This design comes from an exercise in tuning for small area and a short achievable clock period on the open sky130 flow, not from production work.
In this exercise RTL edits were held to simulation tests only and were not proved equivalent to the original.
The flow treats the clock pin as an ideal source, which a real chip does not have.
Power and IR drop assume default switching activity.

<file path="design/flow/flow/run.sh">
#!/bin/bash
# Layout flow:
#  1. the standard synthesis;
#  2. every combinational cell that synthesis mapped at a drive strength
#     above 1 is set to drive strength 1 (timing repair later sizes up what
#     needs it);
#  3. the standard floorplan, placement and clock tree (timing repair
#     aiming at 1.0 ns of setup slack), with the port
#     buffers made of sky130_fd_sc_hd__buf_1 cells;
#  4. the accumulator and out registers get their clock through a short
#     chain of clock cells per leaf clock net (skew for the MAC paths,
#     flow/skew.tcl);
#  5. the standard routing and finishing (timing repair aiming at
#     1.8 ns of setup slack).
set -euo pipefail
bash standard.sh synth > synth.log 2>&1
openroad -no_init -exit flow/downsize.tcl > downsize.log 2>&1
export BUFFER_PORTS_ARGS="-buffer_cell sky130_fd_sc_hd__buf_1"
bash standard.sh SETUP_SLACK_MARGIN=1.0 cts > layout_cts.log 2>&1
openroad -no_init -exit flow/skew.tcl > skew.log 2>&1
bash standard.sh SETUP_SLACK_MARGIN=1.8 > layout.log 2>&1
</file>
<file path="design/flow/flow/downsize.tcl">
# Set combinational cells of 1_synth.odb to drive strength 1 where the
# library has that variant.  Registers, buffers and clock cells are left alone.
set r orfs/results/$::env(FLOW_PLATFORM)/systolic_4x4/base
read_db $r/1_synth.odb
set db [ord::get_db]
set n 0
set saved 0.0
foreach inst [[ord::get_db_block] getInsts] {
  set name [[$inst getMaster] getName]
  if {![regexp {^(sky130_fd_sc_hd__([a-z0-9]+))_([0-9]+)$} $name -> base kind drive]} { continue }
  if {$drive <= 1} { continue }
  if {[regexp {^(df|sdf|edf|dl|buf|clk|conb|tap|fill|decap|diode|lpflow|probe|bufbuf|bufinv)} $kind]} { continue }
  set m [$db findMaster ${base}_1]
  if {$m == "NULL" || $m == ""} { continue }
  set saved [expr {$saved + ([[$inst getMaster] getWidth] - [$m getWidth]) * [$m getHeight] / 1e6}]
  $inst swapMaster $m
  incr n
}
puts "downsized $n cells, [format %.1f $saved] um2"
write_db $r/1_synth.odb
</file>
<file path="design/flow/flow/skew.tcl">
# Clock skew for register-to-register paths inside the design: the
# accumulator and out registers, which capture the MAC result, take their
# clock through a short chain of clock cells per leaf clock net.  The accumulator outputs feed only the
# MAC (through the input gating), the out outputs only the output ports and
# their own hold path, so the later clock gives the MAC paths more time and
# takes it from the accumulator launch and from the output paths, which then
# have less slack.  Input paths are not affected.
set r orfs/results/$::env(FLOW_PLATFORM)/systolic_4x4/base
read_db $r/4_cts.odb
set db [ord::get_db]
set block [ord::get_db_block]
# Per leaf clock net that clocks accumulator or out registers: a common
# chain of clock cells (SKEW_COMMON) from the leaf net, then one chain for the
# accumulator registers (SKEW_CHAIN_ACC) and one for the out registers
# (SKEW_CHAIN_OUT); the last cell of each of these drives the registers.
proc envor {name def} { expr {[info exists ::env($name)] ? $::env($name) : $def} }
set common [envor SKEW_COMMON "sky130_fd_sc_hd__clkdlybuf4s50_1"]
set chains [dict create acc [envor SKEW_CHAIN_ACC "sky130_fd_sc_hd__clkbuf_8"] \
                        out [envor SKEW_CHAIN_OUT "sky130_fd_sc_hd__clkbuf_2 sky130_fd_sc_hd__clkbuf_8"]]
set added 0
set moved 0
proc centre {its} {
  set sx 0
  set sy 0
  foreach it $its {
    set l [[$it getInst] getLocation]
    set sx [expr {$sx + [lindex $l 0]}]
    set sy [expr {$sy + [lindex $l 1]}]
  }
  list [expr {$sx / [llength $its]}] [expr {$sy / [llength $its]}]
}
# a chain of cells from net $in, placed at $loc; returns the last net
proc chain {cells in loc tag} {
  global db block added
  set k 0
  foreach cell $cells {
    set master [$db findMaster $cell]
    set b [odb::dbInst_create $block $master "skewbuf_${tag}_$k"]
    $b setLocation [lindex $loc 0] [lindex $loc 1]
    $b setPlacementStatus PLACED
    set nn [odb::dbNet_create $block "skewnet_${tag}_$k"]
    $nn setSigType CLOCK
    foreach mt [$master getMTerms] {
      set sig [$mt getSigType]
      if {$sig == "POWER" || $sig == "GROUND"} { continue }
      set bit [$b findITerm [$mt getName]]
      if {[$mt getIoType] == "INPUT"} { $bit connect $in } else { $bit connect $nn }
    }
    set in $nn
    incr k
    incr added
  }
  return $in
}
set clknets {}
foreach net [$block getNets] {
  if {[$net getSigType] == "CLOCK"} { lappend clknets $net }
}
set n 0
foreach net $clknets {
  set drv ""
  set sinks [dict create acc {} out {}]
  foreach it [$net getITerms] {
    if {[$it isOutputSignal]} { set drv $it; continue }
    set inst [$it getInst]
    if {[regexp {^(acc|out)\\?\[} [$inst getName] -> grp] && [[$it getMTerm] getName] == "CLK"} {
      dict lappend sinks $grp $it
    }
  }
  set all [concat [dict get $sinks acc] [dict get $sinks out]]
  if {$drv == "" || [llength $all] == 0} { continue }
  set base [chain $common $net [centre $all] "c$n"]
  foreach grp {acc out} {
    set its [dict get $sinks $grp]
    if {[llength $its] == 0} { continue }
    set last [chain [dict get $chains $grp] $base [centre $its] "${grp}$n"]
    foreach it $its { $it disconnect; $it connect $last; incr moved }
  }
  incr n
}
puts "skew buffers added: $added, register clock pins moved: $moved"
# power pins of the new cells
foreach inst [$block getInsts] {
  if {![string match skewbuf_* [$inst getName]]} { continue }
  foreach it [$inst getITerms] {
    set s [[$it getMTerm] getSigType]
    if {$s == "POWER"} { $it connect [$block findNet VDD] }
    if {$s == "GROUND"} { $it connect [$block findNet VSS] }
  }
}
detailed_placement
check_placement
write_db $r/4_cts.odb
</file>
<file path="design/flow/standard.sh">
#!/bin/bash
# synth_recipe.tcl (not shown) runs the flow's synth.tcl, then flattens the netlist and writes it again
# the make line also repeats each setting of config.mk as NAME=value (left out here)
make -C /OpenROAD-flow-scripts/flow DESIGN_CONFIG=/design/flow/config.mk WORK_HOME=/design/flow/orfs CLKGATE_MAP_FILE= SYNTH_SCRIPT=/design/flow/synth_recipe.tcl "${@:-finish}"
</file>
<file path="design/flow/config.mk">
export PLATFORM = sky130hd
export DESIGN_NAME = systolic_4x4
export DESIGN_NICKNAME = systolic_4x4
export VERILOG_FILES = /design/flow/design.v
export SDC_FILE = /design/flow/constraint.sdc
export NUM_CORES = 4
export LEC_CHECK = 0
export CAP_MARGIN = 20
export CORE_MARGIN = 2
export CORE_UTILIZATION = 65
export CTS_BUF_LIST = sky130_fd_sc_hd__clkbuf_8 sky130_fd_sc_hd__clkbuf_16
export CTS_CLUSTER_DIAMETER = 80
export CTS_CLUSTER_SIZE = 24
export PLACE_DENSITY = 0.75
export SETUP_SLACK_MARGIN = 1.5
export SLEW_MARGIN = 20
export SYNTH_HIERARCHICAL = 1
export SYNTH_MINIMUM_KEEP_SIZE = 0
</file>
<file path="design/flow/constraint.sdc">
create_clock -name core_clock -period 5.5 [get_ports {clk}]
set_input_delay 1.1000 -clock core_clock [delete_from_list [all_inputs] [get_ports {clk}]]
set_output_delay 1.1000 -clock core_clock [all_outputs]
set_load 0.01 [all_outputs]
</file>
<file path="design/flow/design.v">
module PE_int8(input wire [15:0] acc, input wire [7:0] x, input wire [11:0] yb, output wire [15:0] s);
    wire n0;
    BSEL0 un0 (.one(yb[0]), .neg(yb[2]), .xa(x[0]), .pp(n0));
    wire n1;
    BSEL un1 (.one(yb[0]), .two(yb[1]), .neg(yb[2]), .xa(x[1]), .xb(x[0]), .pp(n1));
    wire n2;
    BSEL un2 (.one(yb[0]), .two(yb[1]), .neg(yb[2]), .xa(x[2]), .xb(x[1]), .pp(n2));
    wire n3;
    BSEL un3 (.one(yb[0]), .two(yb[1]), .neg(yb[2]), .xa(x[3]), .xb(x[2]), .pp(n3));
    wire n4;
    BSEL un4 (.one(yb[0]), .two(yb[1]), .neg(yb[2]), .xa(x[4]), .xb(x[3]), .pp(n4));
    wire n5;
    BSEL un5 (.one(yb[0]), .two(yb[1]), .neg(yb[2]), .xa(x[5]), .xb(x[4]), .pp(n5));
    wire n6;
    BSEL un6 (.one(yb[0]), .two(yb[1]), .neg(yb[2]), .xa(x[6]), .xb(x[5]), .pp(n6));
    wire n7;
    BSEL un7 (.one(yb[0]), .two(yb[1]), .neg(yb[2]), .xa(x[7]), .xb(x[6]), .pp(n7));
    wire n8;
    BSEL8N un8 (.one(yb[0]), .two(yb[1]), .neg(yb[2]), .xa(x[7]), .pp(n8));
    wire n9;
    BSEL0 un9 (.one(yb[3]), .neg(yb[5]), .xa(x[0]), .pp(n9));
    wire n10;
    BSEL un10 (.one(yb[3]), .two(yb[4]), .neg(yb[5]), .xa(x[1]), .xb(x[0]), .pp(n10));
    wire n11;
    BSEL un11 (.one(yb[3]), .two(yb[4]), .neg(yb[5]), .xa(x[2]), .xb(x[1]), .pp(n11));
    wire n12;
    BSEL un12 (.one(yb[3]), .two(yb[4]), .neg(yb[5]), .xa(x[3]), .xb(x[2]), .pp(n12));
    wire n13;
    BSEL un13 (.one(yb[3]), .two(yb[4]), .neg(yb[5]), .xa(x[4]), .xb(x[3]), .pp(n13));
    wire n14;
    BSEL un14 (.one(yb[3]), .two(yb[4]), .neg(yb[5]), .xa(x[5]), .xb(x[4]), .pp(n14));
    wire n15;
    BSEL un15 (.one(yb[3]), .two(yb[4]), .neg(yb[5]), .xa(x[6]), .xb(x[5]), .pp(n15));
    wire n16;
    BSEL un16 (.one(yb[3]), .two(yb[4]), .neg(yb[5]), .xa(x[7]), .xb(x[6]), .pp(n16));
    wire n17;
    BSEL8N un17 (.one(yb[3]), .two(yb[4]), .neg(yb[5]), .xa(x[7]), .pp(n17));
    wire n18;
    BSEL0 un18 (.one(yb[6]), .neg(yb[8]), .xa(x[0]), .pp(n18));
    wire n19;
    BSEL un19 (.one(yb[6]), .two(yb[7]), .neg(yb[8]), .xa(x[1]), .xb(x[0]), .pp(n19));
    wire n20;
    BSEL un20 (.one(yb[6]), .two(yb[7]), .neg(yb[8]), .xa(x[2]), .xb(x[1]), .pp(n20));
    wire n21;
    BSEL un21 (.one(yb[6]), .two(yb[7]), .neg(yb[8]), .xa(x[3]), .xb(x[2]), .pp(n21));
    wire n22;
    BSEL un22 (.one(yb[6]), .two(yb[7]), .neg(yb[8]), .xa(x[4]), .xb(x[3]), .pp(n22));
    wire n23;
    BSEL un23 (.one(yb[6]), .two(yb[7]), .neg(yb[8]), .xa(x[5]), .xb(x[4]), .pp(n23));
    wire n24;
    BSEL un24 (.one(yb[6]), .two(yb[7]), .neg(yb[8]), .xa(x[6]), .xb(x[5]), .pp(n24));
    wire n25;
    BSEL un25 (.one(yb[6]), .two(yb[7]), .neg(yb[8]), .xa(x[7]), .xb(x[6]), .pp(n25));
    wire n26;
    BSEL8N un26 (.one(yb[6]), .two(yb[7]), .neg(yb[8]), .xa(x[7]), .pp(n26));
    wire n27;
    BSEL0 un27 (.one(yb[9]), .neg(yb[11]), .xa(x[0]), .pp(n27));
    wire n28;
    BSEL un28 (.one(yb[9]), .two(yb[10]), .neg(yb[11]), .xa(x[1]), .xb(x[0]), .pp(n28));
    wire n29;
    BSEL un29 (.one(yb[9]), .two(yb[10]), .neg(yb[11]), .xa(x[2]), .xb(x[1]), .pp(n29));
    wire n30;
    BSEL un30 (.one(yb[9]), .two(yb[10]), .neg(yb[11]), .xa(x[3]), .xb(x[2]), .pp(n30));
    wire n31;
    BSEL un31 (.one(yb[9]), .two(yb[10]), .neg(yb[11]), .xa(x[4]), .xb(x[3]), .pp(n31));
    wire n32;
    BSEL un32 (.one(yb[9]), .two(yb[10]), .neg(yb[11]), .xa(x[5]), .xb(x[4]), .pp(n32));
    wire n33;
    BSEL un33 (.one(yb[9]), .two(yb[10]), .neg(yb[11]), .xa(x[6]), .xb(x[5]), .pp(n33));
    wire n34;
    BSEL un34 (.one(yb[9]), .two(yb[10]), .neg(yb[11]), .xa(x[7]), .xb(x[6]), .pp(n34));
    wire n35;
    BSEL8N un35 (.one(yb[9]), .two(yb[10]), .neg(yb[11]), .xa(x[7]), .pp(n35));
    wire n36 = ~n15;
    wire n37 = ~n15;
    wire n38 = ~n25;
    wire n39 = ~n34;
    wire n40, n41;
    HA un40 (.a(yb[8]), .b(n11), .s(n40), .co(n41));
    wire n42, n43;
    HA un42 (.a(n12), .b(n19), .s(n42), .co(n43));
    wire n44, n45;
    FA un44 (.a(yb[11]), .b(n13), .c(n20), .s(n44), .co(n45));
    wire n46, n47;
    HA un46 (.a(n27), .b(n6), .s(n46), .co(n47));
    wire n48, n49;
    FA un48 (.a(n14), .b(n21), .c(n28), .s(n48), .co(n49));
    wire n50, n51;
    HA un50 (.a(n7), .b(acc[7]), .s(n50), .co(n51));
    wire n52, n53;
    FA un52 (.a(n22), .b(n29), .c(n8), .s(n52), .co(n53));
    wire n54, n55;
    HA un54 (.a(n36), .b(acc[8]), .s(n54), .co(n55));
    wire n56, n57;
    FA un56 (.a(n16), .b(n23), .c(n30), .s(n56), .co(n57));
    wire n58, n59;
    HA un58 (.a(n37), .b(acc[9]), .s(n58), .co(n59));
    wire n60, n61;
    FA un60 (.a(n15), .b(n17), .c(n24), .s(n60), .co(n61));
    wire n62, n63;
    HA un62 (.a(n31), .b(acc[10]), .s(n62), .co(n63));
    wire n64, n65;
    HA un64 (.a(n32), .b(n38), .s(n64), .co(n65));
    wire n66, n67;
    HA un66 (.a(n25), .b(n26), .s(n66), .co(n67));
    wire n68, n69;
    HA un68 (.a(yb[5]), .b(n2), .s(n68), .co(n69));
    wire n70, n71;
    HA un70 (.a(n10), .b(n3), .s(n70), .co(n71));
    wire n72, n73;
    FA un72 (.a(n18), .b(n4), .c(acc[4]), .s(n72), .co(n73));
    wire n74, n75;
    FA un74 (.a(n5), .b(acc[5]), .c(n41), .s(n74), .co(n75));
    wire n76, n77;
    FA un76 (.a(acc[6]), .b(n43), .c(n46), .s(n76), .co(n77));
    wire n78, n79;
    FA un78 (.a(n47), .b(n45), .c(n48), .s(n78), .co(n79));
    wire n80, n81;
    FA un80 (.a(n49), .b(n51), .c(n52), .s(n80), .co(n81));
    wire n82, n83;
    FA un82 (.a(n53), .b(n55), .c(n56), .s(n82), .co(n83));
    wire n84, n85;
    FA un84 (.a(n57), .b(n59), .c(n60), .s(n84), .co(n85));
    wire n86, n87;
    FA un86 (.a(acc[11]), .b(n64), .c(n61), .s(n86), .co(n87));
    wire n88, n89;
    FA un88 (.a(n33), .b(acc[12]), .c(n65), .s(n88), .co(n89));
    wire n90, n91;
    HA un90 (.a(n39), .b(acc[13]), .s(n90), .co(n91));
    wire n92, n93;
    HA un92 (.a(n34), .b(n35), .s(n92), .co(n93));
    wire n94, n95;
    HA un94 (.a(yb[2]), .b(n0), .s(n94), .co(n95));
    wire n96, n97;
    HA un96 (.a(n1), .b(acc[1]), .s(n96), .co(n97));
    wire n98, n99;
    FA un98 (.a(n9), .b(acc[2]), .c(n68), .s(n98), .co(n99));
    wire n100, n101;
    FA un100 (.a(acc[3]), .b(n69), .c(n70), .s(n100), .co(n101));
    wire n102, n103;
    FA un102 (.a(n71), .b(n40), .c(n72), .s(n102), .co(n103));
    wire n104, n105;
    FA un104 (.a(n42), .b(n73), .c(n74), .s(n104), .co(n105));
    wire n106, n107;
    FA un106 (.a(n44), .b(n75), .c(n76), .s(n106), .co(n107));
    wire n108, n109;
    FA un108 (.a(n50), .b(n77), .c(n78), .s(n108), .co(n109));
    wire n110, n111;
    FA un110 (.a(n54), .b(n79), .c(n80), .s(n110), .co(n111));
    wire n112, n113;
    FA un112 (.a(n58), .b(n81), .c(n82), .s(n112), .co(n113));
    wire n114, n115;
    FA un114 (.a(n62), .b(n83), .c(n84), .s(n114), .co(n115));
    wire n116, n117;
    FA un116 (.a(n63), .b(n85), .c(n86), .s(n116), .co(n117));
    wire n118, n119;
    FA un118 (.a(n66), .b(n88), .c(n87), .s(n118), .co(n119));
    wire n120, n121;
    FA un120 (.a(n67), .b(n90), .c(n89), .s(n120), .co(n121));
    wire n122, n123;
    FA un122 (.a(acc[14]), .b(n92), .c(n91), .s(n122), .co(n123));
    wire n124 = acc[15] ^ n93;
    wire n125, n126;
    HA un125 (.a(acc[0]), .b(n94), .s(n125), .co(n126));
    wire n127, n128;
    HA un127 (.a(n95), .b(n96), .s(n127), .co(n128));
    wire n129, n130;
    HA un129 (.a(n97), .b(n98), .s(n129), .co(n130));
    wire n131, n132;
    HA un131 (.a(n99), .b(n100), .s(n131), .co(n132));
    wire n133, n134;
    HA un133 (.a(n101), .b(n102), .s(n133), .co(n134));
    wire n135, n136;
    HA un135 (.a(n103), .b(n104), .s(n135), .co(n136));
    wire n137, n138;
    HA un137 (.a(n105), .b(n106), .s(n137), .co(n138));
    wire n139, n140;
    HA un139 (.a(n107), .b(n108), .s(n139), .co(n140));
    wire n141, n142;
    HA un141 (.a(n109), .b(n110), .s(n141), .co(n142));
    wire n143, n144;
    HA un143 (.a(n111), .b(n112), .s(n143), .co(n144));
    wire n145, n146;
    HA un145 (.a(n113), .b(n114), .s(n145), .co(n146));
    wire n147, n148;
    HA un147 (.a(n115), .b(n116), .s(n147), .co(n148));
    wire n149, n150;
    HA un149 (.a(n117), .b(n118), .s(n149), .co(n150));
    wire n151, n152;
    HA un151 (.a(n120), .b(n119), .s(n151), .co(n152));
    wire n153, n154;
    HA un153 (.a(n122), .b(n121), .s(n153), .co(n154));
    wire n155 = n124 ^ n123;
    wire n156;
    GC111 un156 (.i0(n128), .i1(n127), .i2(n126), .o(n156));
    wire n157;
    GC111 un157 (.i0(n132), .i1(n131), .i2(n130), .o(n157));
    wire n158;
    PC11 un158 (.i0(n131), .i1(n129), .o(n158));
    wire n159;
    GC111 un159 (.i0(n136), .i1(n135), .i2(n134), .o(n159));
    wire n160;
    PC11 un160 (.i0(n135), .i1(n133), .o(n160));
    wire n161;
    GC111 un161 (.i0(n140), .i1(n139), .i2(n138), .o(n161));
    wire n162;
    PC11 un162 (.i0(n139), .i1(n137), .o(n162));
    wire n163;
    GC111 un163 (.i0(n144), .i1(n143), .i2(n142), .o(n163));
    wire n164;
    PC11 un164 (.i0(n143), .i1(n141), .o(n164));
    wire n165;
    GC111 un165 (.i0(n148), .i1(n147), .i2(n146), .o(n165));
    wire n166;
    PC11 un166 (.i0(n147), .i1(n145), .o(n166));
    wire n167;
    GC111 un167 (.i0(n152), .i1(n151), .i2(n150), .o(n167));
    wire n168;
    PC11 un168 (.i0(n151), .i1(n149), .o(n168));
    wire n169;
    GC110 un169 (.i0(n130), .i1(n129), .i2(n156), .o(n169));
    wire n170;
    GC000 un170 (.i0(n157), .i1(n158), .i2(n156), .o(n170));
    wire n171;
    GC110 un171 (.i0(n138), .i1(n137), .i2(n159), .o(n171));
    wire n172;
    PC10 un172 (.i0(n137), .i1(n160), .o(n172));
    wire n173;
    GC000 un173 (.i0(n161), .i1(n162), .i2(n159), .o(n173));
    wire n174;
    PC00 un174 (.i0(n162), .i1(n160), .o(n174));
    wire n175;
    GC110 un175 (.i0(n146), .i1(n145), .i2(n163), .o(n175));
    wire n176;
    PC10 un176 (.i0(n145), .i1(n164), .o(n176));
    wire n177;
    GC000 un177 (.i0(n165), .i1(n166), .i2(n163), .o(n177));
    wire n178;
    PC00 un178 (.i0(n166), .i1(n164), .o(n178));
    wire n179;
    GC110 un179 (.i0(n154), .i1(n153), .i2(n167), .o(n179));
    wire n180;
    PC10 un180 (.i0(n153), .i1(n168), .o(n180));
    wire n181;
    GC111 un181 (.i0(n134), .i1(n133), .i2(n170), .o(n181));
    wire n182;
    GC001 un182 (.i0(n159), .i1(n160), .i2(n170), .o(n182));
    wire n183;
    GC001 un183 (.i0(n171), .i1(n172), .i2(n170), .o(n183));
    wire n184;
    GC111 un184 (.i0(n173), .i1(n174), .i2(n170), .o(n184));
    wire n185;
    GC111 un185 (.i0(n150), .i1(n149), .i2(n177), .o(n185));
    wire n186;
    PC11 un186 (.i0(n149), .i1(n178), .o(n186));
    wire n187;
    GC001 un187 (.i0(n167), .i1(n168), .i2(n177), .o(n187));
    wire n188;
    PC01 un188 (.i0(n168), .i1(n178), .o(n188));
    wire n189;
    GC001 un189 (.i0(n179), .i1(n180), .i2(n177), .o(n189));
    wire n190;
    PC01 un190 (.i0(n180), .i1(n178), .o(n190));
    wire n191;
    GC110 un191 (.i0(n142), .i1(n141), .i2(n184), .o(n191));
    wire n192;
    GC000 un192 (.i0(n163), .i1(n164), .i2(n184), .o(n192));
    wire n193;
    GC000 un193 (.i0(n175), .i1(n176), .i2(n184), .o(n193));
    wire n194;
    GC110 un194 (.i0(n177), .i1(n178), .i2(n184), .o(n194));
    wire n195;
    GC000 un195 (.i0(n185), .i1(n186), .i2(n184), .o(n195));
    wire n196;
    GC000 un196 (.i0(n187), .i1(n188), .i2(n184), .o(n196));
    wire n197;
    GC000 un197 (.i0(n189), .i1(n190), .i2(n184), .o(n197));
    assign s[0] = n125;
    assign s[1] = n127 ^ n126;
    assign s[2] = n129 ^ ~n156;
    assign s[3] = n131 ^ ~n169;
    assign s[4] = n133 ^ n170;
    assign s[5] = n135 ^ ~n181;
    assign s[6] = n137 ^ ~n182;
    assign s[7] = n139 ^ ~n183;
    assign s[8] = n141 ^ ~n184;
    assign s[9] = n143 ^ ~n191;
    assign s[10] = n145 ^ n192;
    assign s[11] = n147 ^ n193;
    assign s[12] = n149 ^ ~n194;
    assign s[13] = n151 ^ n195;
    assign s[14] = n153 ^ n196;
    assign s[15] = n155 ^ ~n197;
endmodule
module FA(input wire a, input wire b, input wire c, output wire s, output wire co);
    assign s = a ^ b ^ c;
    assign co = (a & b) | (a & c) | (b & c);
endmodule
module HA(input wire a, input wire b, output wire s, output wire co);
    assign s = a ^ b;
    assign co = a & b;
endmodule
module BSEL(input wire one, input wire two, input wire neg, input wire xa, input wire xb, output wire pp);
    wire sn;
    BSELA ua (.one(one), .two(two), .xa(xa), .xb(xb), .sn(sn));
    BXNOR ux (.a(sn), .b(neg), .y(pp));
endmodule
module BSELA(input wire one, input wire two, input wire xa, input wire xb, output wire sn);
    assign sn = ~((one & xa) | (two & xb));
endmodule
module BXNOR(input wire a, input wire b, output wire y);
    assign y = ~(a ^ b);
endmodule
module BSEL0(input wire one, input wire neg, input wire xa, output wire pp);
    assign pp = (one & xa) ^ neg;
endmodule
module BSEL8N(input wire one, input wire two, input wire neg, input wire xa, output wire pp);
    assign pp = ~(((one | two) & xa) ^ neg);
endmodule
module BENC(input wire b2, input wire b1, input wire b0, output wire one, output wire two, output wire neg);
    assign one = b1 ^ b0;
    assign two = (b2 & ~b1 & ~b0) | (~b2 & b1 & b0);
    assign neg = b2;
endmodule
module GC000(input wire i0, input wire i1, input wire i2, output wire o);
    assign o = (~i0 | (~i1 & ~i2));
endmodule
module GC001(input wire i0, input wire i1, input wire i2, output wire o);
    assign o = ~(~i0 | (~i1 & i2));
endmodule
module GC110(input wire i0, input wire i1, input wire i2, output wire o);
    assign o = ~(i0 | (i1 & ~i2));
endmodule
module GC111(input wire i0, input wire i1, input wire i2, output wire o);
    assign o = ~(i0 | (i1 & i2));
endmodule
module PC00(input wire i0, input wire i1, output wire o);
    assign o = (~i0 & ~i1);
endmodule
module PC01(input wire i0, input wire i1, output wire o);
    assign o = ~(~i0 & i1);
endmodule
module PC10(input wire i0, input wire i1, output wire o);
    assign o = ~(i0 & ~i1);
endmodule
module PC11(input wire i0, input wire i1, output wire o);
    assign o = ~(i0 & i1);
endmodule
module systolic_4x4(    input  wire clk,
                        input  wire rst,
                        input  wire [31: 0] x_flat,    
                        input  wire [31: 0] y_flat,    
                        output wire [255:0] out_flat,  
                        output wire done
        );
    reg  [7:0]  xo  [15:0];
    reg  [11:0] yo  [15:0];      
    wire [11:0] ytop [3:0];      
    reg  [15:0] acc [15:0];
    reg  [15:0] out [15:0];
    wire [15:0] sum [15:0];      
    wire [15:0] out_d [15:0];
    reg  [3:0]  counter;
    reg         done_r;
    reg  [4:1]  warm;            
    reg  [15:0] keep;            
    assign done = done_r;
    wire snap = (counter == 4'd10);
    wire ld   = snap & ~rst;     
    wire kp   = ~snap & ~rst;    
    genvar gi, gj, gb;
    generate
        for (gj = 0; gj < 4; gj = gj + 1) begin : g_enc
            BENC e0 (.b2(y_flat[8*gj+1]), .b1(y_flat[8*gj+0]), .b0(1'b0),
                     .one(ytop[gj][0]), .two(ytop[gj][1]), .neg(ytop[gj][2]));
            BENC e1 (.b2(y_flat[8*gj+3]), .b1(y_flat[8*gj+2]), .b0(y_flat[8*gj+1]),
                     .one(ytop[gj][3]), .two(ytop[gj][4]), .neg(ytop[gj][5]));
            BENC e2 (.b2(y_flat[8*gj+5]), .b1(y_flat[8*gj+4]), .b0(y_flat[8*gj+3]),
                     .one(ytop[gj][6]), .two(ytop[gj][7]), .neg(ytop[gj][8]));
            BENC e3 (.b2(y_flat[8*gj+7]), .b1(y_flat[8*gj+6]), .b0(y_flat[8*gj+5]),
                     .one(ytop[gj][9]), .two(ytop[gj][10]), .neg(ytop[gj][11]));
        end
        for (gi = 0; gi < 4; gi = gi + 1) begin : g_row
            for (gj = 0; gj < 4; gj = gj + 1) begin : g_col
                localparam integer N = 4*gi + gj;
                localparam integer K = (gi > gj) ? gi : gj;
                always @(posedge clk) keep[N] <= ~rst & warm[K+1];
                wire [15:0] acc_in = acc[N] & {16{keep[N]}};
                PE_int8 pe (.acc(acc_in), .x(xo[N]), .yb(yo[N]), .s(sum[N]));
                for (gb = 0; gb < 16; gb = gb + 1) begin : g_bit
                    OMUX m (.s(sum[N][gb]), .o(out[N][gb]), .ld(ld), .kp(kp), .y(out_d[N][gb]));
                end
                assign out_flat[16*N +: 16] = out[N];
            end
        end
    endgenerate
    integer i, j;
    always @(posedge clk) begin
        for (i = 0; i < 4; i = i + 1)
            for (j = 0; j < 4; j = j + 1) begin
                xo[4*i+j] <= (j == 0) ? x_flat[8*i +: 8] : xo[4*i+j-1];
                yo[4*i+j] <= (i == 0) ? ytop[j] : yo[4*i+j-4];
            end
        for (i = 0; i < 16; i = i + 1) begin
            acc[i] <= sum[i];
            out[i] <= out_d[i];
        end
        warm <= rst ? 4'd0 : {warm[3:1], 1'b1};
        if (rst) begin
            done_r  <= 1'b0;
            counter <= 4'd0;
        end else if (snap) begin
            done_r  <= 1'b1;
            counter <= 4'd0;
        end else begin
            done_r  <= 1'b0;
            counter <= counter + 1'b1;
        end
    end
endmodule
module OMUX(input wire s, input wire o, input wire ld, input wire kp, output wire y);
    assign y = (s & ld) | (o & kp);
endmodule
</file>
==> notes.md, run 1 <==
Wirelength per Cell=19.6 um; status=no timing/DRC/antenna violations; DP Area=54300 sq um; worst slew pin tran=0.920 ns; Port Buffers=roughly 320; fin area=just under 60000 sq um; drt total wl=around 120 mm; area grow syn2layout=11.4%; # resized after CTS=0; Total Nets Final=between 6000 and 7000; antenna-violating nets left=0; Core ar.=79000 sq um; Synth Instances=between 4000 and 5000; global-route wire length before repair=between 200 and 250 mm; capture point of the worst reg-to-reg path=out[6][15]$_DFF_P_; fillcell total=approximately 5800; final global-route overflow total=0; part of the power in registers=between 20% and 30%; Final Hold Fails=0; crit end category=flop; worst endpoint required time=~6.8 ns; R2R Setup Slk=1.98 ns; Starting Density=65.7%; Iteration-0 DRC Markers=around 2500; synth warn=15; share of layout cells above drive strength 1=4.61%; htree depth=2; Post-route DRC=0; routed vias=around 37000; initial antenna violation count=1; CTS Root Cell=clkbuf_16; FP Rows=roughly 100; startpoint types=flop; Num CTS Buffers=49; Syn Area/Cell=11.0 sq um; mapped cell area=around 52000 sq um; fmax=approximately 280 MHz; worst skew pair latency=1.47 ns; Pint=0.0189 W; Sw Ratio=42.4%; CP endpoint=out[6][15]$_DFF_P_; DP Wirelength=90.3 mm; die area=about 82000 sq um; Cells after DPL=6065; RSZ-0062 raised after global routing=true; period utilisation layout=between 60% and 70%; # diodes=0; Leakage=between 20 and 25 nW; Worst Path Max Fanout=9; Comb power frac=a little over half; largest net degree at the start of global routing=approximately 170; max-cap check violation count=0; Worst EP arrival=between 4 and 5 ns; Final GP Congestion=between 0.9 and 1; Die X=roughly 290 um; Slew Viols, Final=0; Hold Path Class=flop to flop; Reg clk slew, reported paths=around 0.090 ns; crit path kind=flop to flop; number of global-route vias before repair=a little under 40000; final setup fails=0; Die Span Y=between 200 and 300 um; IO Count=~320; Clk pwr share=a little over a fifth; # Post-CTS Setup Buffers=0; Critical path origin=xo[6][3]$_DFF_P_; Rel. slew slack=38.7%; DRT Pass-1 Iters=10; clock sink total=approximately 850; post-route minimum period=3.52 ns; P_sw=about 0.014 W; CTS Hold Bufs=0; Via density=about 5.9; Pwr Density=around 570 nW/um^2; Max Clock Skew=a little under 0.9 ns; GRT Total Usage=between 30% and 40%; worst-case clock buffer depth=3; peak supply drop=about 0.84 mV; Worst Reg-to-Reg Cells=13; r2r startpoint=xo[6][3]$_DFF_P_; TritonCTS clock tree=done; Layout Cells excl Fill=between 6000 and 7000
critical path, stage by stage, from the launching register on:
cell and delay (ns):
dfxtp_1 0.64, a22oi_1 0.20, xnor2_1 0.24, fa_1 0.46
fa_1 0.52, fa_1 0.42, ha_1 0.32, a21oi_1 0.16
o21ai_1 0.10, a21oi_2 0.35, o21ai_1 0.15, xnor2_1 0.19
xnor2_1 0.12, a22o_1 0.24
metal layers:
layer  wire, um  vias to the layer above  part of all wire, %  track usage [%]
li1           -                    17524                    -                -
met5          0                        -                    0                0
met2      58800                     1241                   48             49.7
met4       5250                        0                  4.2             13.3
met1      53500                    18274                   43             40.5
met3       6290                      282                  5.1             3.41
per-stage QoR:
| stage | util, % | TNS, ns | worst slack [ns] | hold slack (ns) | power [W] |
|---|---|---|---|---|---|
| 2_1_floorplan | - | -142.70 | -0.557 | 0.414 | 0.0219 |
| 4_1_cts | 70.8 | 0 | 1.01 | 0.460 | 0.0300 |
| 5_1_grt | 73.2 | 0 | 1.75 | 0.218 | 0.0356 |
| 6_report | 73.2 | 0 | 1.98 | 0.148 | 0.0328 |
| 3_5_place_dp | 68.8 | 0 | 1.05 | 0.446 | 0.0257 |
| 3_3_place_gp | 68.8 | 0 | 1.10 | 0.439 | 0.0253 |
registers in the layout, indices dropped and copies added (netlist names):
register,count
keep,4
yo,192
out,256
done_r,1
warm,4
acc,256
xo,128
counter,4
how the worst min path moves through the flow:
| stage | startpoint | endpoint | slack, ns | cells past startpoint |
|---|---|---|---|---|
| 2_1_floorplan | warm[4]$_SDFF_PP0_ | keep[3]$_DFF_P_ | 0.41 | 1 |
| 6_report | xo[15][0]$_DFF_P_ | acc[15][0]$_DFF_P_ | 0.15 | 4 |
| 3_5_place_dp | warm[3]$_SDFF_PP0_ | keep[2]$_DFF_P_ | 0.45 | 1 |
| 3_3_place_gp | warm[3]$_SDFF_PP0_ | warm[4]$_SDFF_PP0_ | 0.44 | 1 |
| 4_1_cts | warm[3]$_SDFF_PP0_ | keep[2]$_DFF_P_ | 0.46 | 1 |
| 5_1_grt | xo[15][0]$_DFF_P_ | acc[15][0]$_DFF_P_ | 0.22 | 4 |
cell type report:
| cell class | instances | area, sq um | area share (%) |
|---|---|---|---|
| Clock buffer | 55 | 1330 | 2.30 |
| Inverter | 211 | 800 | 1.38 |
| Clock inverter | 26 | 284 | 0.491 |
| Buffer | 170 | 1820 | 3.14 |
| Timing Repair Buffer | 340 | 1390 | 2.41 |
| Tap cell | 1050 | 1310 | 2.27 |
| Sequential cell | 845 | 16900 | 29.3 |
| Multi-Input combinational cell | 3619 | 34000 | 58.7 |
placed cells by master, fill, tap and decap left out, drive strengths merged, types with 2 or more instances in the layout:
master	n
a21boi	64
a22o	256
xor2	176
nor2	35
dfxtp	845
nor2b	7
and2	256
buf	340
nand2b	96
xnor2	688
clkbuf	181
fa	432
a22oi	448
o22ai	16
inv	220
ha	482
a21oi	257
conb	12
clkdlybuf4s50	44
nor3	2
clkinvlp	2
clkinv	15
o21ai	193
nand2	194
power groups by stage:
stage	Clock [W]	Sequential, W	Combinational [W]
floorplan	0	0.00810	0.0138
global placement	0	0.00835	0.0169
detailed placement	0	0.00838	0.0174
CTS	0.00414	0.00825	0.0176
global route	0.00723	0.00839	0.0200
finish	0.00683	0.00827	0.0177
==> run 2, diff against run 1 <==
--- a/design/flow/design.v
+++ b/design/flow/design.v
@@ -324,2 +324,7 @@
 endmodule
+module BENC0(input wire b2, input wire b1, output wire one, output wire two, output wire neg);
+    assign one = b1;
+    assign two = b2 & ~b1;
+    assign neg = b2;
+endmodule
 module GC000(input wire i0, input wire i1, input wire i2, output wire o);
@@ -373,4 +378,4 @@
         for (gj = 0; gj < 4; gj = gj + 1) begin : g_enc
-            BENC e0 (.b2(y_flat[8*gj+1]), .b1(y_flat[8*gj+0]), .b0(1'b0),
-                     .one(ytop[gj][0]), .two(ytop[gj][1]), .neg(ytop[gj][2]));
+            BENC0 e0 (.b2(y_flat[8*gj+1]), .b1(y_flat[8*gj+0]),
+                      .one(ytop[gj][0]), .two(ytop[gj][1]), .neg(ytop[gj][2]));
             BENC e1 (.b2(y_flat[8*gj+3]), .b1(y_flat[8*gj+2]), .b0(y_flat[8*gj+1]),
--- a/design/flow/flow/run.sh
+++ b/design/flow/flow/run.sh
@@ -6,4 +6,3 @@
 #     needs it);
-#  3. the standard floorplan, placement and clock tree (timing repair
-#     aiming at 1.0 ns of setup slack), with the port
+#  3. the standard floorplan, placement and clock tree, with the port
 #     buffers made of sky130_fd_sc_hd__buf_1 cells;
@@ -13,3 +12,3 @@
 #  5. the standard routing and finishing (timing repair aiming at
-#     1.8 ns of setup slack).
+#     2.4 ns of setup slack).
 set -euo pipefail
@@ -18,4 +17,4 @@
 export BUFFER_PORTS_ARGS="-buffer_cell sky130_fd_sc_hd__buf_1"
-bash standard.sh SETUP_SLACK_MARGIN=1.0 cts > layout_cts.log 2>&1
+bash standard.sh cts > layout_cts.log 2>&1
 openroad -no_init -exit flow/skew.tcl > skew.log 2>&1
-bash standard.sh SETUP_SLACK_MARGIN=1.8 > layout.log 2>&1
+bash standard.sh SETUP_SLACK_MARGIN=2.4 > layout.log 2>&1
--- a/design/flow/config.mk
+++ b/design/flow/config.mk
@@ -18 +18,2 @@
 export SYNTH_MINIMUM_KEEP_SIZE = 0
+export TNS_END_PERCENT = 20
==> notes.md, run 2 <==
Layout Cells excl Fill=6361; Wirelength per Cell=~21 um; Num CTS Buffers=48; die area=82100 sq um; startpoint types=flop; crit path kind=flop to output port; CP Depth=1; period utilisation layout=slightly below 60%; status=no timing/DRC/antenna violations; Final GP Congestion=~0.93; max-cap check violation count=0; fmax=315 MHz; post-route minimum period=roughly 3.2 ns; number of global-route vias before repair=around 38000; CTS Root Cell=clkbuf_16; CP cell instances=buf_1; antenna-violating nets left=0; Worst EP arrival=~2.1 ns; global-route wire length before repair=~200 mm; area grow syn2layout=17.4%; Via density=5.98; Placement Setup Slack=between 1 and 1.5 ns; final worst slack=2.33 ns; Die X=286 um; CP peak stage delay=about 0.33 ns; TritonCTS clock tree=done; Die Span Y=roughly 290 um; worst skew pair latency=~1.5 ns; hold slack=about 0.17 ns; IO Count=323; Max Clock Skew=a little under 0.9 ns; worst endpoint required time=between 4 and 5 ns; Slew Viols, Final=0; peak supply drop=~0.66 mV; share of layout cells above drive strength 1=17.1%; Final Hold Fails=0; Cells after DPL=approximately 6000; mapped cell area=~52000 sq um; Total Nets Final=around 6300; routed vias=between 30000 and 40000; Syn Area/Cell=roughly 11 sq um; clock sink total=approximately 850; Reg clk slew, reported paths=around 0.070 ns; CTS Hold Bufs=0; initial antenna violation count=1; FP Rows=about 100; Port Buffers=around 320; drt total wl=131 mm; Post-route DRC=0; Pwr Density=between 500 and 600 nW/um^2; final setup fails=0; Top delay family on crit path=flip-flops; Rel. slew slack=24.6%; hold path depth=4; Leakage=~25 nW; largest net degree at the start of global routing=170; Worst Path Max Fanout=2; Synth Instances=around 4700; commonest non-fill, non-tap cell in the layout=xnor2_1; DP Wirelength=between 80 and 90 mm; synth warn=15; Worst Reg-to-Reg Cells=12; most frequent cells in the layout=xnor2_1 (658), dfxtp_1 (541), ha_1 (427), fa_1 (427), a22oi_1 (393); GRT Total Usage=between 30% and 40%; R2R Setup Slk=around 2.4 ns; htree depth=2; Iteration-0 DRC Markers=2469; worst-case clock buffer depth=3; Reg area=approximately 18000 sq um; fillcell total=5223; final global-route overflow total=0; RSZ-0062 raised after global routing=true; multi-input logic area=35800 sq um; Crit path buffers/inverters=1; DRT Pass-1 Iters=6; top flop regs=acc x256, out x256, yo x192; crit end category=output port; Hold Path Class=flop to flop; Core ar.=roughly 80000 sq um; # diodes=0; worst slew pin tran=1.13 ns; CP max-delay cell=dfxtp_1; Starting Density=65.6%
-- run 2: repair_timing --
action                                  4_1_cts  5_1_grt
pin swaps                                     0      132
cloned                                        0        1
buffers inserted                              3       76
gates resized for setup                     148      636
endpoints found under the setup margin      208      319
-- run 2: cell type report --
type,instances,area share (%)
multi-input cells,3595,58.8
flip-flops and latches,845,28.9
repair buffers,419,3.42
plain buffers,164,2.87
well taps,1050,2.16
clock buffers,51,2.06
inverters,211,1.31
clock inverters,26,0.487
-- run 2: layer usage --
metal | vias up | part of all wire, % | GRT usage (%) | wire length [um]
li1 | 17614 | - | - | -
met1 | 18744 | 42 | 41.0 | 55800
met2 | 1356 | 48 | 49.4 | 62500
met3 | 312 | 5.6 | 4.44 | 7310
met4 | 0 | 4.4 | 12.4 | 5810
met5 | - | 0 | 0 | 0
-- run 2: worst register-to-register path, delay by kind of cell (launching register included) --
family          cells  cell delay (ns)
simple gates        1             0.16
buf+inv             2             0.18
fa+ha+maj           3             1.26
flops               1             0.30
compound gates      5             1.13
xor+xnor            1             0.11
-- run 2: power by group --
group | total [W] | switching, W | internal (W) | leakage [nW]
combinational | 0.0211 | 0.0117 | 0.00941 | 16.5
clock | 0.00675 | 0.00295 | 0.00380 | 1.68
sequential | 0.00828 | 0.000743 | 0.00754 | 7.08
total | 0.0362 | 0.0154 | 0.0207 | 25.3
-- run 2: path summary, 6_finish.rpt --
kind / startpoint / endpoint
max: out[6][7]$_DFF_P_ / out_flat[103]
min reg2reg: xo[10][0]$_DFF_P_ / acc[10][0]$_DFF_P_
max reg2reg: acc[12][5]$_DFF_P_ / out[12][12]$_DFF_P_
min: xo[10][0]$_DFF_P_ / acc[10][0]$_DFF_P_
-- run 2: through the flow --
stage	TNS [ns]	power [W]	utilization, %	instance area, sq um
floorplan	-142.70	0.0214	-	51900
global placement	0	0.0247	68.6	54200
detailed placement	0	0.0251	68.6	54200
CTS	0	0.0296	71.0	56100
global route	0	0.0389	77.0	60900
finish	0	0.0362	77.0	60900
==> run 3, diff against run 2 <==
--- a/design/flow/design.v
+++ b/design/flow/design.v
@@ -278,17 +278,17 @@
     assign s[0] = n125;
-    assign s[1] = n127 ^ n126;
-    assign s[2] = n129 ^ ~n156;
-    assign s[3] = n131 ^ ~n169;
-    assign s[4] = n133 ^ n170;
-    assign s[5] = n135 ^ ~n181;
-    assign s[6] = n137 ^ ~n182;
-    assign s[7] = n139 ^ ~n183;
-    assign s[8] = n141 ^ ~n184;
-    assign s[9] = n143 ^ ~n191;
-    assign s[10] = n145 ^ n192;
-    assign s[11] = n147 ^ n193;
-    assign s[12] = n149 ^ ~n194;
-    assign s[13] = n151 ^ n195;
-    assign s[14] = n153 ^ n196;
-    assign s[15] = n155 ^ ~n197;
+    XOR2S us1 (.a(n127), .b(n126), .y(s[1]));
+    XNOR2S us2 (.a(n129), .b(n156), .y(s[2]));
+    XNOR2S us3 (.a(n131), .b(n169), .y(s[3]));
+    XOR2S us4 (.a(n133), .b(n170), .y(s[4]));
+    XNOR2S us5 (.a(n135), .b(n181), .y(s[5]));
+    XNOR2S us6 (.a(n137), .b(n182), .y(s[6]));
+    XNOR2S us7 (.a(n139), .b(n183), .y(s[7]));
+    XNOR2S us8 (.a(n141), .b(n184), .y(s[8]));
+    XNOR2S us9 (.a(n143), .b(n191), .y(s[9]));
+    XOR2S us10 (.a(n145), .b(n192), .y(s[10]));
+    XOR2S us11 (.a(n147), .b(n193), .y(s[11]));
+    XNOR2S us12 (.a(n149), .b(n194), .y(s[12]));
+    XOR2S us13 (.a(n151), .b(n195), .y(s[13]));
+    XOR2S us14 (.a(n153), .b(n196), .y(s[14]));
+    XNOR2S us15 (.a(n155), .b(n197), .y(s[15]));
 endmodule
@@ -298,2 +298,8 @@
 endmodule
+module XOR2S(input wire a, input wire b, output wire y);
+    assign y = a ^ b;
+endmodule
+module XNOR2S(input wire a, input wire b, output wire y);
+    assign y = ~(a ^ b);
+endmodule
 module HA(input wire a, input wire b, output wire s, output wire co);
==> notes.md, run 3 <==
fmax=roughly 320 MHz; Starting Density=about two thirds; final setup TNS=0 ns; worst endpoint required time=between 4 and 5 ns; Final Hold Fails=0; CP max-delay cell=dfxtp_1; period utilisation layout=56.7%; Syn Area/Cell=about 11 sq um; worst slew pin tran=0.926 ns; mapped cell area=52000 sq um; Hold EP=out[2][6]$_DFF_P_; Crit path buffers/inverters=1; final global-route overflow total=0; final setup fails=0; Wirelength per Cell=19.9 um; Leakage=~25 nW; max-cap check violation count=0; Port Buffers=roughly 320; Num CTS Buffers=between 40 and 50; final worst slack=between 2 and 2.5 ns; post-route minimum period=between 3 and 4 ns; most frequent cells in the layout=xnor2_1 (648), dfxtp_1 (541), ha_1 (474); initial antenna violation count=2; area grow syn2layout=13.3%; Reg clk slew, reported paths=around 0.07 ns; fillcell total=between 5000 and 6000; CP peak stage delay=around 0.43 ns; Via density=roughly 6; DP Wirelength=approximately 90 mm; worst-case clock buffer depth=3; status=no timing/DRC/antenna violations; top flop regs=acc x256, out x256, yo x192; IO Count=323; routed vias=~37000; Placement Setup Slack=slightly above 1 ns; Hold Path Class=flop to flop; GRT Total Usage=a little under a third; startpoint types=flop; crit end category=output port; drt total wl=~120 mm; share of layout cells above drive strength 1=12.3%; synth warn=15; Synth Instances=4698; capture point of the worst reg-to-reg path=out[4][13]$_DFF_P_; Die Span Y=about 290 um; RSZ-0062 raised after global routing=true; r2r startpoint=acc[4][8]$_DFF_P_; number of global-route vias before repair=37882; Iteration-0 DRC Markers=2404; Die X=287 um; hold path depth=3; commonest non-fill, non-tap cell in the layout=xnor2_1; DRT Pass-1 Iters=6; Worst Reg-to-Reg Cells=11; R2R Setup Slk=between 2 and 2.5 ns; antenna-violating nets left=0; crit path kind=flop to output port; Slew Viols, Final=0; Total Nets Final=~6200; Pwr Density=554 nW/um^2; Top delay family on crit path=flip-flops; die area=between 80000 and 90000 sq um; worst skew pair latency=roughly 1.4 ns; FP Rows=~100; CP cell instances=buf_1; Max Clock Skew=~0.84 ns; Core ar.=slightly below 80000 sq um; clock sink total=845; Post-route DRC=0; CTS Hold Bufs=0; peak supply drop=0.558 mV; Worst EP arrival=2.02 ns; largest net degree at the start of global routing=100; hold path start=counter[3]$_SDFF_PP0_; Worst Path Max Fanout=2; global-route wire length before repair=around 200 mm; htree depth=2; Final GP Congestion=around 0.90; TritonCTS clock tree=done; Rel. slew slack=about two fifths; CTS Root Cell=clkbuf_16
-- run 3: worst max-delay path by stage --
| stage | from | endpoint | slack (ns) | cells after the start |
|---|---|---|---|---|
| after floorplan | rst | out[0][0]$_DFF_P_ | -0.56 | 3 |
| after global placement | xo[1][3]$_DFF_P_ | out[1][9]$_DFF_P_ | 1.12 | 13 |
| after detailed placement | keep[1]$_DFF_P_ | out[1][12]$_DFF_P_ | 1.03 | 12 |
| after CTS | yo[11][3]$_DFF_P_ | out[11][12]$_DFF_P_ | 1.29 | 13 |
| after global routing | yo[6][3]$_DFF_P_ | out[6][9]$_DFF_P_ | 2.30 | 13 |
| final | out[5][2]$_DFF_P_ | out_flat[82] | 2.38 | 1 |
-- run 3: through the flow --
step	instance area, sq um	total power [W]	util (%)	hold slack (ns)	instances
after CTS	56000	0.0290	70.8	0.429	6102
after global routing	58900	0.0354	74.5	0.187	6281
after detailed placement	54300	0.0248	68.8	0.444	6026
after floorplan	52000	0.0214	-	0.414	4698
after global placement	54300	0.0245	68.8	0.439	6026
final	58900	0.0326	74.5	0.140	6281
-- run 3: layout make-up --
cell class | count | area (sq um) | area share, %
multi-input combinational | 3579 | 34500 | 58.6
sequential | 845 | 17500 | 29.6
buffer | 163 | 1740 | 2.95
timing repair buffer | 355 | 1540 | 2.62
tap | 1050 | 1310 | 2.23
clock buffer | 48 | 1190 | 2.02
inverter | 211 | 800 | 1.36
clock inverter | 28 | 335 | 0.569
antenna | 2 | 5.00 | 0.00850
-- run 3: routing by layer --
metal / track usage (%) / up-vias / wire length, um
li1: - / 17440 / -
met1: 41.4 / 18232 / 54500
met2: 49.3 / 1133 / 60000
met3: 3.63 / 227 / 6550
met4: 10.5 / 0 / 3910
met5: 0 / - / 0
-- run 3: timing repair --
action | 4_1_cts | 5_1_grt
pin swaps | 0 | 17
gates resized for setup | 65 | 427
endpoints found under the setup margin | 226 | 325
buffers inserted | 0 | 14
-- run 3: worst register-to-register path, delay by kind of cell (launching register included) --
| family | cells | cell delay, ns |
|---|---|---|
| xor+xnor | 1 | 0.19 |
| compound gates | 5 | 0.95 |
| simple gates | 1 | 0.14 |
| flops | 1 | 0.29 |
| fa+ha+maj | 4 | 1.52 |
-- run 3: where the power goes --
part | total (W) | internal [W] | switching [W]
Combinational | 0.0177 | 0.00760 | 0.0101
Clock | 0.00666 | 0.00379 | 0.00287
Sequential | 0.00826 | 0.00754 | 0.000720
Total | 0.0326 | 0.0189 | 0.0137
==> run 4, diff against run 3 <==
--- a/design/flow/config.mk
+++ b/design/flow/config.mk
@@ -18,2 +18,2 @@
 export SYNTH_MINIMUM_KEEP_SIZE = 0
-export TNS_END_PERCENT = 20
+export TNS_END_PERCENT = 5
==> notes.md, run 4 <==
IO Count=roughly 320; Worst EP arrival=a little over 2 ns; Die Span Y=~290 um; synth warn=15; Core ar.=roughly 79000 sq um; Worst Path Max Fanout=2; Sw Ratio=42.0%; crit end category=output port; fmax=320 MHz; Placement Setup Slack=just over 1 ns; crit path kind=flop to output port; routed vias=approximately 37000; final worst slack=about 2.4 ns; Reg clk slew, reported paths=0.08 ns; Rel. slew slack=a little under two fifths; Post-route DRC=0; die area=just over 80000 sq um; post-route minimum period=3.13 ns; part of the power in registers=approximately 25%; final setup TNS=0 ns; startpoint types=flop; CP peak stage delay=0.38 ns; final setup fails=0; RSZ-0062 raised after global routing=true; multi-input logic area=between 30000 and 40000 sq um; most frequent cells in the layout=xnor2_1 (649), dfxtp_1 (542), ha_1 (476); Final GP Congestion=around 0.9; worst endpoint required time=about 4.4 ns; final global-route overflow total=0; Synth Instances=between 4000 and 5000; Pwr Density=approximately 550 nW/um^2; clock sink total=about 850; Comb power frac=54.1%; share of layout cells above drive strength 1=between 10% and 20%; Syn Area/Cell=between 10 and 15 sq um; Wirelength per Cell=19.9 um; FP Rows=roughly 100; commonest non-fill, non-tap cell in the layout=xnor2_1; status=no timing/DRC/antenna violations; Reg area=17500 sq um; top flop regs=acc x256, out x256, yo x192; Final Hold Fails=0; P_sw=between 0.01 and 0.015 W; Crit path buffers/inverters=1; max-cap check violation count=0; Total Nets Final=between 6000 and 7000; area grow syn2layout=13.3%; Via density=between 5 and 6; CP cell instances=buf_1; Port Buffers=322; worst skew pair latency=approximately 1.5 ns; global-route wire length before repair=201 mm; Num CTS Buffers=47; Iteration-0 DRC Markers=between 2000 and 2500; Leakage=approximately 25 nW; largest net degree at the start of global routing=100; peak supply drop=approximately 0.56 mV; TritonCTS clock tree=done; Clk pwr share=20.5%; Die X=287 um; Slew Viols, Final=0; htree depth=2; number of global-route vias before repair=~38000; antenna-violating nets left=0; worst-case clock buffer depth=3; mapped cell area=52000 sq um; CTS Hold Bufs=0; drt total wl=between 100 and 150 mm; DP Wirelength=~90 mm; fillcell total=~5600; DP Area=between 50000 and 60000 sq um; period utilisation layout=between 50% and 60%; initial antenna violation count=2; GRT Total Usage=a little under a third; Max Clock Skew=around 0.86 ns; Pint=approximately 0.019 W; worst slew pin tran=just over 0.9 ns; CTS Root Cell=clkbuf_16; Hold Path Class=flop to flop; DRT Pass-1 Iters=6; Top delay family on crit path=flip-flops; Starting Density=65.8%; fin area=roughly 59000 sq um; CP max-delay cell=dfxtp_1
-- run 4: final timing paths --
path / startpoint / endpoint / slack (ns) / cells after the start
setup / recovery: out[11][10]$_DFF_P_ / out_flat[186] / 2.37 / 1
hold / removal: counter[3]$_SDFF_PP0_ / out[2][6]$_DFF_P_ / 0.16 / 3
setup reg to reg: acc[4][8]$_DFF_P_ / out[4][13]$_DFF_P_ / 2.40 / 11
hold reg to reg: counter[3]$_SDFF_PP0_ / out[2][6]$_DFF_P_ / 0.16 / 3
-- run 4: worst min-delay path: stages (launching register included) --
cell and delay [ns]:
dfxtp_1 0.35, nand2_1 0.17, nor3_4 0.16, a22o_1 0.23
-- run 4: final cells by class --
type	count	share of cell area [%]
Clock buffer	48	2.02
Clock inverter	28	0.570
Timing Repair Buffer	355	2.62
Inverter	211	1.36
Buffer	163	2.95
Multi-Input combinational cell	3579	58.6
Sequential cell	845	29.7
Antenna cell	2	0.00850
Tap cell	1050	2.23
-- run 4: metal layers --
layer / up-vias / global-route usage (%) / share of wire, %
li1: 17432 / - / -
met1: 18163 / 41.4 / 44
met2: 1149 / 49.2 / 48
met3: 218 / 3.63 / 5.4
met4: 0 / 10.5 / 3.1
met5: - / 0 / 0
-- run 4: stage by stage --
| step | hold slack (ns) | power (W) | util (%) | cells |
|---|---|---|---|---|
| after global placement | 0.439 | 0.0245 | 68.8 | 6026 |
| final | 0.156 | 0.0326 | 74.5 | 6281 |
| after floorplan | 0.414 | 0.0214 | - | 4698 |
| after CTS | 0.438 | 0.0290 | 70.8 | 6102 |
| after detailed placement | 0.444 | 0.0248 | 68.8 | 6026 |
| after global routing | 0.187 | 0.0353 | 74.5 | 6281 |
-- run 4: timing repair --
| item | 4_1_cts | 5_1_grt |
|---|---|---|
| endpoints found under the setup margin | 226 | 327 |
| setup buffers | 0 | 14 |
| resized for setup | 32 | 456 |
| cloned | 0 | 0 |
| pin swaps | 0 | 17 |
| hold endpoints to repair | 0 | 0 |
-- run 4: power by group through the flow --
stage | Sequential (W) | Clock (W) | Combinational, W
3_3_place_gp | 0.00833 | 0 | 0.0161
3_5_place_dp | 0.00834 | 0 | 0.0165
2_1_floorplan | 0.00805 | 0 | 0.0133
6_report | 0.00826 | 0.00667 | 0.0176
5_1_grt | 0.00838 | 0.00706 | 0.0199
4_1_cts | 0.00821 | 0.00409 | 0.0167
==> run 5, diff against run 4 <==
--- a/design/flow/config.mk
+++ b/design/flow/config.mk
@@ -18,2 +18,2 @@
 export SYNTH_MINIMUM_KEEP_SIZE = 0
-export TNS_END_PERCENT = 5
+export TNS_END_PERCENT = 0
==> notes.md, run 5 <==
status=no timing/DRC/antenna violations; CP peak stage delay=about 0.42 ns; mapped cell area=between 50000 and 60000 sq um; Reg area=about 17000 sq um; post-route minimum period=3.14 ns; Wirelength per Cell=approximately 20 um; CP max-delay cell=dfxtp_1; Rel. slew slack=between 20% and 30%; number of global-route vias before repair=between 30000 and 40000; worst skew pair latency=about 1.5 ns; area grow syn2layout=13.2%; Final GP Congestion=around 0.90; GRT Total Usage=30.5%; Cells after DPL=6022; most frequent cells in the layout=xnor2_1 (640), dfxtp_1 (540), ha_1 (481); Pwr Density=between 500 and 600 nW/um^2; htree depth=2; Synth Instances=4698; share of layout cells above drive strength 1=about 12%; antenna-violating nets left=0; IO Count=323; final setup TNS=0 ns; crit end category=output port; clock sink total=around 850; final global-route overflow total=0; startpoint types=flop; global-route wire length before repair=~200 mm; Slew Viols, Final=0; Worst EP arrival=just over 2 ns; worst endpoint required time=4.40 ns; Final Hold Fails=0; synth warn=15; Die Span Y=~290 um; drt total wl=~130 mm; CTS Root Cell=clkbuf_16; peak supply drop=around 0.51 mV; R2R Setup Slk=about 2.4 ns; largest net degree at the start of global routing=168; Total Nets Final=roughly 6200; DRT Pass-1 Iters=7; top flop regs=acc x256, out x256, yo x192; Crit path buffers/inverters=1; TritonCTS clock tree=done; DP Wirelength=90.5 mm; Leakage=24.9 nW; Iteration-0 DRC Markers=between 2000 and 3000; Syn Area/Cell=11.1 sq um; multi-input logic area=34500 sq um; Reg clk slew, reported paths=about 0.05 ns; Worst Path Max Fanout=2; fmax=between 300 and 400 MHz; Post-route DRC=0; Layout Cells excl Fill=6281; die area=approximately 82000 sq um; Die X=between 200 and 300 um; fillcell total=5575; commonest non-fill, non-tap cell in the layout=xnor2_1; FP Rows=103; initial antenna violation count=3; RSZ-0062 raised after global routing=true; worst slew pin tran=about 1.1 ns; CTS Hold Bufs=0; Hold Path Class=flop to flop; Port Buffers=322; period utilisation layout=roughly 57%; max-cap check violation count=0; Top delay family on crit path=flip-flops; Num CTS Buffers=between 40 and 50; Max Clock Skew=0.890 ns; CP cell instances=buf_1; routed vias=around 37000; crit path kind=flop to output port; Via density=around 5.9; worst-case clock buffer depth=3; Starting Density=between 60% and 70%; final setup fails=0; Core ar.=between 70000 and 80000 sq um
-- run 5: area by class of cell --
class	instances	share of cell area [%]
clock inverter	24	0.536
inverter	211	1.36
tap	1050	2.23
clock buffer	49	2.03
antenna	1	0.00425
multi-input combinational	3579	58.5
timing repair buffer	363	2.76
buffer	159	2.88
sequential	845	29.7
-- run 5: path summary, 6_finish.rpt --
path,start,endpoint,cells past startpoint
setup / recovery,out[6][15]$_DFF_P_,out_flat[111],1
hold / removal,yo[3][2]$_DFF_P_,acc[3][0]$_DFF_P_,3
setup reg to reg,yo[8][6]$_DFF_P_,out[8][12]$_DFF_P_,13
hold reg to reg,yo[3][2]$_DFF_P_,acc[3][0]$_DFF_P_,3
-- run 5: power breakdown --
part	internal [W]	switching (W)	leakage, nW	total, W
logic	0.00752	0.0102	16.2	0.0177
clock network	0.00373	0.00285	1.62	0.00658
registers	0.00754	0.000731	7.06	0.00827
-- run 5: metal layers --
metal  routed length [um]  GRT usage [%]
met1                54700           41.3
met2                60400           49.3
met3                 7200           4.34
met4                 4700           12.7
met5                   30              0
-- run 5: repair_timing --
| item | in CTS | in global routing |
|---|---|---|
| endpoints found under the setup margin | 234 | 313 |
| pin swaps | 0 | 18 |
| gates resized for setup | 11 | 482 |
| buffers inserted | 0 | 26 |
-- run 5: per-stage QoR --
stage                     total power (W)  setup slack, ns  util (%)  hold WS [ns]  instance area (sq um)
after detailed placement           0.0249             1.05      68.7         0.441                  54300
after global placement             0.0245             1.11      68.7         0.431                  54300
after floorplan                    0.0214           -0.667         -         0.414                  52000
after global routing               0.0353             2.25      74.5         0.187                  58800
final                              0.0325             2.36      74.5         0.149                  58800
after CTS                          0.0290             1.24      70.6         0.452                  55800
==> run 6, diff against run 5 <==
--- a/design/flow/flow/run.sh
+++ b/design/flow/flow/run.sh
@@ -7,3 +7,3 @@
 #  3. the standard floorplan, placement and clock tree, with the port
-#     buffers made of sky130_fd_sc_hd__buf_1 cells;
+#     buffers made of sky130_fd_sc_hd__buf_2 cells;
 #  4. the accumulator and out registers get their clock through a short
@@ -16,3 +16,3 @@
 openroad -no_init -exit flow/downsize.tcl > downsize.log 2>&1
-export BUFFER_PORTS_ARGS="-buffer_cell sky130_fd_sc_hd__buf_1"
+export BUFFER_PORTS_ARGS="-buffer_cell sky130_fd_sc_hd__buf_2"
 bash standard.sh cts > layout_cts.log 2>&1
==> notes.md, run 6 <==
Die X=about 290 um; Reg clk slew, reported paths=around 0.080 ns; fillcell total=around 5600; largest net degree at the start of global routing=165; post-route minimum period=just over 3 ns; worst-case clock buffer depth=3; IO Count=323; final global-route overflow total=0; Max Clock Skew=~0.84 ns; Worst Reg-to-Reg Cells=13; Leakage=about 26 nW; worst skew pair latency=approximately 1.4 ns; Via density=just under 6; peak supply drop=approximately 0.56 mV; CTS Root Cell=clkbuf_16; drt total wl=126 mm; Final GP Congestion=around 0.90; Core ar.=~79000 sq um; TritonCTS clock tree=done; Reg area=approximately 17000 sq um; DRT Pass-1 Iters=5; status=no timing/DRC/antenna violations; Critical path origin=xo[5][5]$_DFF_P_; CP peak stage delay=0.57 ns; CTS Hold Bufs=0; clock sink total=845; GRT Total Usage=a little under a third; top flop regs=acc x256, out x256, yo x192; crit path kind=flop to flop; Total Nets Final=6179; commonest non-fill, non-tap cell in the layout=xnor2_1; die area=about 82000 sq um; Layout Cells excl Fill=about 6300; Wirelength per Cell=about 20 um; worst slew pin tran=~1 ns; synth warn=15; Hold Path Class=flop to flop; Clk pwr share=between 20 and 25%; Slew Viols, Final=0; Worst Path Max Fanout=9; period utilisation layout=around 57%; final setup fails=0; P_sw=0.0136 W; CP cell instances=a22oi_1 > xnor2_1 > fa_1 > fa_1 > fa_1 > ha_1 > a21oi_1 > o21ai_1 > a21oi_4 > inv_1 > a21oi_1 > xnor2_1 > a22o_1; FP Rows=approximately 100; antenna-violating nets left=0; r2r startpoint=xo[5][5]$_DFF_P_; startpoint types=flop; Iteration-0 DRC Markers=around 2400; Starting Density=roughly 66%; part of the power in registers=between 20 and 30%; RSZ-0062 raised after global routing=true; worst endpoint required time=roughly 6.8 ns; Sw Ratio=42.0%; share of layout cells above drive strength 1=17.5%; DP Wirelength=90.6 mm; Cells after DPL=6027; max-cap check violation count=0; crit end category=flop; Syn Area/Cell=11.1 sq um; Die Span Y=roughly 290 um; Final Hold Fails=0; Pint=about 0.019 W; global-route wire length before repair=just over 200 mm; routed vias=between 30000 and 40000; initial antenna violation count=3; CP max-delay cell=fa_1; capture point of the worst reg-to-reg path=out[5][12]$_DFF_P_; fmax=322 MHz; mapped cell area=52000 sq um; Rel. slew slack=about a third; Post-route DRC=0; most frequent cells in the layout=xnor2_1 (642), dfxtp_1 (539), ha_1 (482); R2R Setup Slk=around 2.4 ns; Pwr Density=548 nW/um^2; CP endpoint=out[5][12]$_DFF_P_; total power=approximately 0.032 W; most used cell, CP=fa_1; Num CTS Buffers=47; Comb power frac=53.8%; number of global-route vias before repair=just under 40000; htree depth=2; multi-input logic area=about 34000 sq um; area grow syn2layout=13.6%; Port Buffers=~320; Worst EP arrival=4.40 ns; Synth Instances=roughly 4700
==> run 6: cell types whose count changed in the layout (fill, tap and decap cells not counted), sizes merged <==
cell / before / now
bufinv: 4 / 2
clkbuf: 178 / 172
clkdlybuf4s50: 41 / 42
clkinv: 4 / 8
clkinvlp: 5 / 2
==> run 6: per-layer routing <==
metal | vias up | global-route usage, % | share of wire [%]
li1 | 17439 | - | -
met1 | 18168 | 41.5 | 44
met2 | 1180 | 50.0 | 47
met3 | 247 | 3.91 | 5.3
met4 | 2 | 11.7 | 3.8
met5 | - | 0 | 0.010
==> run 6: timing repair <==
item                                    4_1_cts  5_1_grt
pin swaps                                     0        6
gates resized for setup                      14      420
endpoints found under the setup margin      249      289
setup buffers                                 0       11
gates cloned                                  0        0
==> run 6: worst min path at each step <==
stage | cells after the start | slack [ns] | to | from
after CTS | 1 | 0.46 | keep[2]$_DFF_P_ | warm[3]$_SDFF_PP0_
final | 2 | 0.05 | acc[5][0]$_DFF_P_ | keep[1]$_DFF_P_
after global placement | 1 | 0.44 | warm[4]$_SDFF_PP0_ | warm[3]$_SDFF_PP0_
after detailed placement | 1 | 0.44 | warm[4]$_SDFF_PP0_ | warm[3]$_SDFF_PP0_
after floorplan | 1 | 0.41 | keep[3]$_DFF_P_ | warm[4]$_SDFF_PP0_
after global routing | 2 | 0.09 | acc[5][0]$_DFF_P_ | keep[1]$_DFF_P_
==> run 6: layout make-up <==
class / instances / share of cell area (%)
Antenna cell: 1 / 0.00424
Buffer: 162 / 2.93
Clock buffer: 51 / 2.12
Clock inverter: 23 / 0.456
Inverter: 211 / 1.36
Multi-Input combinational cell: 3579 / 58.1
Sequential cell: 845 / 29.5
Tap cell: 1050 / 2.23
Timing Repair Buffer: 353 / 3.25
==> run 6: power groups by stage <==
stage / registers (W) / logic (W) / clock network [W]
finish: 0.00829 / 0.0174 / 0.00662
global route: 0.00840 / 0.0196 / 0.00702
CTS: 0.00823 / 0.0168 / 0.00403
detailed placement: 0.00837 / 0.0165 / 0
global placement: 0.00836 / 0.0162 / 0
floorplan: 0.00805 / 0.0133 / 0
==> run 6: critical path, delay by kind of cell, from the launching register on <==
family,cells,cell delay (ns)
buffers and inverters,1,0.09
AOI/OAI and AO/OA,6,1.13
adders and majority gates,4,1.82
xor gates and xnor gates,2,0.28
DFF,1,0.48
==> run 6: stage by stage <==
step | TNS, ns | setup slack, ns | area [sq um] | hold WS [ns] | util (%)
2_1_floorplan | -170.86 | -0.667 | 52000 | 0.414 | -
3_3_place_gp | 0 | 1.08 | 54700 | 0.437 | 69.2
3_5_place_dp | 0 | 0.926 | 54700 | 0.445 | 69.2
4_1_cts | 0 | 1.26 | 56300 | 0.462 | 71.2
5_1_grt | 0 | 2.29 | 59000 | 0.0943 | 74.7
6_report | 0 | 2.39 | 59000 | 0.0476 | 74.7

[what the ideal ports hide]
No port has a modelled driver above. Below, the same layouts with a new extraction and two added sets of constraints. Step 1 assumes that a clkbuf_16 drives the clock port and a buf_2 every other input. Step 2, shift: input delay + t, output delay - t, t = (earliest + latest rising clock arrival at the registers) / 2. This alone moves slack from input paths to output paths. Slacks: ideal ports / drivers / drivers and shift; pairs: ideal ports / drivers.
run | t (ns) | slack for setup (ns) | clock arrival spread, ns | worst data-port slew with drivers (ns)
run 1 | 1.095 | 1.981 / 1.981 / 1.981 | 0.887 / 0.887 | 0.07
run 2 | 1.101 | 2.329 / 2.258 / 2.354 | 0.880 / 0.880 | 0.07
run 3 | 1.075 | 2.380 / 2.305 / 2.398 | 0.864 / 0.865 | 0.09
run 4 | 1.083 | 2.374 / 2.300 / 2.397 | 0.878 / 0.878 | 0.10
run 5 | 1.099 | 2.356 / 2.284 / 2.399 | 0.905 / 0.905 | 0.08
run 6 | 1.065 | 2.391 / 2.326 / 2.391 | 0.856 / 0.856 | 0.08
Clock arrivals are far apart in every run listed, so t is only a midpoint there and step 2 fits no single register.
